From an optimization exercise on the open Yosys and OpenROAD flow, aimed at small area and a short achievable clock period; shortcuts taken in it are not production practice.
The RTL was checked by simulation tests, not by an equivalence proof against the original design.
Power is estimated from default activity; no workload was simulated.

## job 1540
Design RV32I, start of the top module:
module RV32I(clk,reset,imem_addr,imem_rdata,dmem_en,dmem_we,dmem_addr,dmem_wdata,dmem_rdata,wb_rd,wb_data
    );
input clk,reset;
output [7:0] imem_addr;
input [31:0] imem_rdata;
output dmem_en,dmem_we;
output [8:0] dmem_addr;
output [31:0] dmem_wdata;
input [31:0] dmem_rdata;
output [4:0] wb_rd;
output [31:0] wb_data;
integer j;
genvar g;
reg        rst_q;       
reg  [7:0] pc_d;        
reg  [7:0] cur_q;
reg [31:0] ins_q;       
assign imem_addr = cur_q & {8{reset}};
wire       br_n;        
wire [7:0] bt_n;        
wire [7:0] seq_n = imem_addr + {7'd0, reset};
always @(posedge clk) begin
  rst_q <= reset;
  pc_d  <= imem_addr;
  cur_q <= br_n ? bt_n : seq_n;
  ins_q <= imem_rdata;
end
wire [31:0] ins = ins_q;
wire [6:0] opc = ins[6:0] & {7{rst_q}};
wire [2:0] f3  = ins[14:12];
wire [6:0] f7  = ins[31:25];
wire is_ld = (opc == 7'b0000011);
wire is_im = (opc == 7'b0010011);
wire is_st = (opc == 7'b0100011);
wire is_br = (opc == 7'b1100011);
wire is_rr = (opc == 7'b0110011);
wire is_ri = is_rr | is_im;
wire f7z = (f7 == 7'b0000000);
wire f7s = (f7 == 7'b0100000);
localparam OP_ADD = 4'd0, OP_SUB = 4'd1, OP_SLT = 4'd2, OP_AND = 4'd3,
  ...
Size: about 6500 cells after synthesis, about 1300 flip-flops, about 150 I/O pins, about 56000 um2 of cells after synthesis.
export LEC_CHECK = 0
export CAP_MARGIN = 20
export CORE_MARGIN = 2
export CORE_UTILIZATION = 40
export PLACE_DENSITY = 0.8
export SETUP_SLACK_MARGIN = 0.6
export SLEW_MARGIN = 20
export SYNTH_HIERARCHICAL = 1
create_clock -name core_clock -period 12.0 [get_ports {clk}]
standard.sh (not shown) runs the stock make flow with config.mk's settings and CLKGATE_MAP_FILE= SYNTH_SCRIPT=/design/flow/synth_recipe.tcl, a recipe that flattens the netlist after the stock synthesis.
==> flow/flow/run.sh <==
#!/bin/bash
set -euo pipefail
W=$(pwd)
bash standard.sh \
  "BUFFER_PORTS_ARGS=-buffer_cell sky130_fd_sc_hd__buf_2" \
  "CTS_ARGS=-sink_clustering_enable -repair_clock_nets -dont_use_dummy_load -buf_list sky130_fd_sc_hd__clkbuf_16 -sink_clustering_size 26 -sink_clustering_max_diameter 100" \
  "SETUP_SLACK_MARGIN=6.8" \
  finish > "$W/make.log" 2>&1
Job 1540 went all the way through synthesis, placement and routing and the layout is clean on timing, DRC and antenna.
--- input diff job 1540..job 5861 ---
- PLACE_DENSITY: 0.8 -> 0.6
==> flow/flow/run.sh <==
#!/bin/bash
set -euo pipefail
W=$(pwd)
bash standard.sh \
  "BUFFER_PORTS_ARGS=-buffer_cell sky130_fd_sc_hd__buf_2" \
  "CTS_ARGS=-sink_clustering_enable -repair_clock_nets -dont_use_dummy_load -buf_list sky130_fd_sc_hd__clkbuf_16 -sink_clustering_size 24 -sink_clustering_max_diameter 90" \
  "SETUP_SLACK_MARGIN=6.8" \
  finish > "$W/make.log" 2>&1
Results
Job 5861: no failed stages, no open violations at the end. NOTE cell internal power dissipation job 1540->job 5861 increased by a few percent. Changes observed in job 5861 relative to job 1540: global-route wire length before repair climbed about 0.9%, clock-cell share of area shows an increase of 0.40 points, critical-path maximum fanout up 7, non-clock buffer count went down, hold slack higher. Compared with job 1540, job 5861 shows a number of cell instances on the worst register-to-register path that is 3 higher. The switching power of the nets in job 5861 was higher than what job 1540 gave.
Inputs modified between job 5861 and job 2146:
==> flow/flow/run.sh <==
#!/bin/bash
set -euo pipefail
W=$(pwd)
bash standard.sh \
  "BUFFER_PORTS_ARGS=-buffer_cell sky130_fd_sc_hd__buf_2" \
  "CTS_ARGS=-sink_clustering_enable -repair_clock_nets -dont_use_dummy_load -buf_list sky130_fd_sc_hd__clkbuf_16 -sink_clustering_size 26 -sink_clustering_max_diameter 100" \
  "SETUP_SLACK_MARGIN=6.8" \
  finish > "$W/make.log" 2>&1
==> results.txt <==
Looking at cell with the largest stage delay on the worst path, the sky130_fd_sc_hd__and2_1 result is from job 5861; the sky130_fd_sc_hd__and2_4 one comes from job 2146. Between job 5861 and job 2146, the difference in met3 wire length is negligible. Summary of job 2146 over job 5861: later-pin clock latency in the skew report shows an increase of 0.04 ns; power dissipated in the clock network shows a reduction of about 7%. Having completed the whole flow, job 2146 delivered a layout that passed the timing, DRC and antenna checks. Job 5861 | status: complete | timing, DRC, antenna: pass. Compared with job 5861, job 2146 has extra setup slack. Comparing job 2146 with job 5861, the final instance count without filler cells came out essentially unchanged.

* * *

RV32I, a different RTL version from the one above (not shown whole).
For scale: about 6400 cells after synthesis, roughly 1300 flip-flops, about 150 I/O pins, ~56000 µm² of cells after synthesis.
clock: 12.0 ns
lec_check: 0
cap_margin: 20
core_margin: 2
core_utilization: 40
place_density: 0.6
setup_slack_margin: 0.6
slew_margin: 20
synth_hierarchical: 1
==> flow/flow/run.sh <==
#!/bin/bash
set -euo pipefail
W=$(pwd)
bash standard.sh \
  "BUFFER_PORTS_ARGS=-buffer_cell sky130_fd_sc_hd__buf_2" \
  "CTS_ARGS=-sink_clustering_enable -repair_clock_nets -dont_use_dummy_load -buf_list sky130_fd_sc_hd__clkbuf_16 -sink_clustering_size 24 -sink_clustering_max_diameter 90" \
  "SETUP_SLACK_MARGIN=7.0" \
  finish > "$W/make.log" 2>&1
The first run completed with no timing, DRC or antenna violations.
Next try:
--- a/flow/flow/run.sh
+++ b/flow/flow/run.sh
@@ -6,3 +6,3 @@
   "CTS_ARGS=-sink_clustering_enable -repair_clock_nets -dont_use_dummy_load -buf_list sky130_fd_sc_hd__clkbuf_16 -sink_clustering_size 24 -sink_clustering_max_diameter 90" \
-  "SETUP_SLACK_MARGIN=7.0" \
+  "SETUP_SLACK_MARGIN=6.8" \
   finish > "$W/make.log" 2>&1
Result: Routed wire length fell by 0.83%. Clock skew is lower by 16 ps. Clock power came out higher by about 2%. Global-route usage came out lower by 0.22 points. Maximum frequency is about the same. Setup slack hardly moves. Clock-buffer cell count climbs by 2.

* * *

## MS
Another version of the RTL of RV32I (not shown whole).
Size: ~150 I/O pins, about 56000 µm² of cells after synthesis.
// RV32I
module RV32I(clk,reset,imem_addr,imem_rdata,dmem_en,dmem_we,dmem_addr,dmem_wdata,dmem_rdata,wb_rd,wb_data
    );
input clk,reset;
output [7:0] imem_addr;
input [31:0] imem_rdata;
output dmem_en,dmem_we;
output [8:0] dmem_addr;
output [31:0] dmem_wdata;
input [31:0] dmem_rdata;
output [4:0] wb_rd;
output [31:0] wb_data;
integer j;
genvar g;
reg        rst_q;       
reg  [7:0] pc_d;        
reg  [7:0] cur_q;
reg [31:0] ins_q;       
assign imem_addr = cur_q & {8{reset}};
wire       br_n;        
wire [7:0] bt_n;        
wire [7:0] seq_n = imem_addr + {7'd0, reset};
always @(posedge clk) begin
  rst_q <= reset;
  pc_d  <= imem_addr;
  cur_q <= br_n ? bt_n : seq_n;
  ins_q <= imem_rdata;
end
wire [31:0] ins = ins_q;
wire [6:0] opc = ins[6:0] & {7{rst_q}};
wire [2:0] f3  = ins[14:12];
wire [6:0] f7  = ins[31:25];
wire is_ld = (opc == 7'b0000011);
wire is_im = (opc == 7'b0010011);
wire is_st = (opc == 7'b0100011);
wire is_br = (opc == 7'b1100011);
wire is_rr = (opc == 7'b0110011);
wire is_ri = is_rr | is_im;
wire f7z = (f7 == 7'b0000000);
wire f7s = (f7 == 7'b0100000);
localparam OP_ADD = 4'd0, OP_SUB = 4'd1, OP_SLT = 4'd2, OP_AND = 4'd3,
           OP_OR  = 4'd4, OP_XOR = 4'd5, OP_SLL = 4'd6, OP_SRL = 4'd7,
           OP_SRA = 4'd8;
reg [3:0] op_n;
always @* begin
  if ((is_rr & f7z & (f3 == 3'b000)) | (is_im & (f3 == 3'b000)) | is_ld | is_st)
    op_n = OP_ADD;
  else if ((is_rr & f7s & (f3 == 3'b000)) | (is_im & (f3 == 3'b011)) | (is_br & (f3[2:1] == 2'b00)))
    op_n = OP_SUB;
  ...
Settings: LEC_CHECK=0, CAP_MARGIN=20, CORE_MARGIN=2, CORE_UTILIZATION=40, PLACE_DENSITY=0.6, SETUP_SLACK_MARGIN=0.6, SLEW_MARGIN=20; clock period 12.0 ns.
==> flow/flow/run.sh <==
#!/bin/bash
# Layout flow: the standard ORFS flow (standard.sh, with its unchanged
# synthesis), with these layout choices made differently:
#  * ports are buffered with buf_2 cells instead of the default delay-buffer cell;
#  * clock tree: clkbuf_16 buffers in clusters of up to 24 sinks within 90 um,
#    no dummy loads;
set -euo pipefail
W=$(pwd)
bash standard.sh \
  "BUFFER_PORTS_ARGS=-buffer_cell sky130_fd_sc_hd__buf_2" \
  "CTS_ARGS=-sink_clustering_enable -repair_clock_nets -dont_use_dummy_load -buf_list sky130_fd_sc_hd__clkbuf_16 -sink_clustering_size 24 -sink_clustering_max_diameter 90" \
  "SETUP_SLACK_MARGIN=6.8" \
  finish > "$W/make.log" 2>&1
MS ended with every stage complete and zero timing, DRC or antenna violations.
### MS -> TR
diff --git a/flow/flow/run.sh b/flow/flow/run.sh
--- a/flow/flow/run.sh
+++ b/flow/flow/run.sh
@@ -5 +5 @@
-#  * clock tree: clkbuf_16 buffers in clusters of up to 24 sinks within 90 um,
+#  * clock tree: clkbuf_16 buffers in clusters of up to 25 sinks within 70 um,
@@ -11 +11 @@
-  "CTS_ARGS=-sink_clustering_enable -repair_clock_nets -dont_use_dummy_load -buf_list sky130_fd_sc_hd__clkbuf_16 -sink_clustering_size 24 -sink_clustering_max_diameter 90" \
+  "CTS_ARGS=-sink_clustering_enable -repair_clock_nets -dont_use_dummy_load -buf_list sky130_fd_sc_hd__clkbuf_16 -sink_clustering_size 25 -sink_clustering_max_diameter 70" \
Notes after the runs:
- Post-detailed-routing wire length of MS is on par with TR.
- Post-route minimum period was higher in TR than in MS.
- TR: combinational fraction of design power 0.5 points below MS
- Looking at via count across TR and MS, the one that comes out higher is TR.
- TR ends up with a area growth from synthesis to layout that is 1.1 points higher than in MS.

afterwards: timing with drivers on the ports:
The flow's constraints put no driver on any port. The routed layouts listed below were extracted and timed again, unchanged, in two steps.
Step 1 assumes that a clkbuf_16 drives the clock port and a buf_2 every other input.
Step 2 times the ports against the registers' clock, not the clock port: input delays grow and output delays shrink by t, the midpoint of the rising clock arrivals with the driver on.
Slacks: ideal ports / drivers / drivers and shift; pairs: ideal ports / drivers.
| run | t, ns | slack for setup (ns) | hold slack, ns | worst setup path after step 2 | clock arrival spread, ns |
|---|---|---|---|---|---|
| job 1540 | 0.796 | 6.794 / 6.692 / 6.692 | 0.284 / 0.284 / 0.284 | input to output | 0.094 / 0.094 |
| job 5861 | 0.759 | 6.741 / 6.692 / 6.692 | 0.293 / 0.293 / 0.293 | input to output | 0.096 / 0.096 |
| job 2146 | 0.793 | 6.807 / 6.751 / 6.751 | 0.264 / 0.264 / 0.264 | input to output | 0.081 / 0.082 |
| the first run of note 2 | 0.755 | 6.814 / 6.710 / 6.710 | 0.331 / 0.331 / 0.331 | input to output | 0.116 / 0.116 |
| the second run of note 2 | 0.777 | 6.812 / 6.699 / 6.699 | 0.266 / 0.266 / 0.266 | input to output | 0.098 / 0.099 |
| MS | 0.780 | 6.685 / 6.685 / 6.685 | 0.327 / 0.327 / 0.327 | register to register | 0.066 / 0.067 |
| TR | 0.817 | 6.630 / 6.630 / 6.630 | 0.310 / 0.310 / 0.310 | register to register | 0.080 / 0.080 |
After both steps every run listed still meets setup and hold. For the second run of note 2, which loses most, drivers alone change the setup slack by -0.113 ns; drivers and shift together by -0.113 ns.
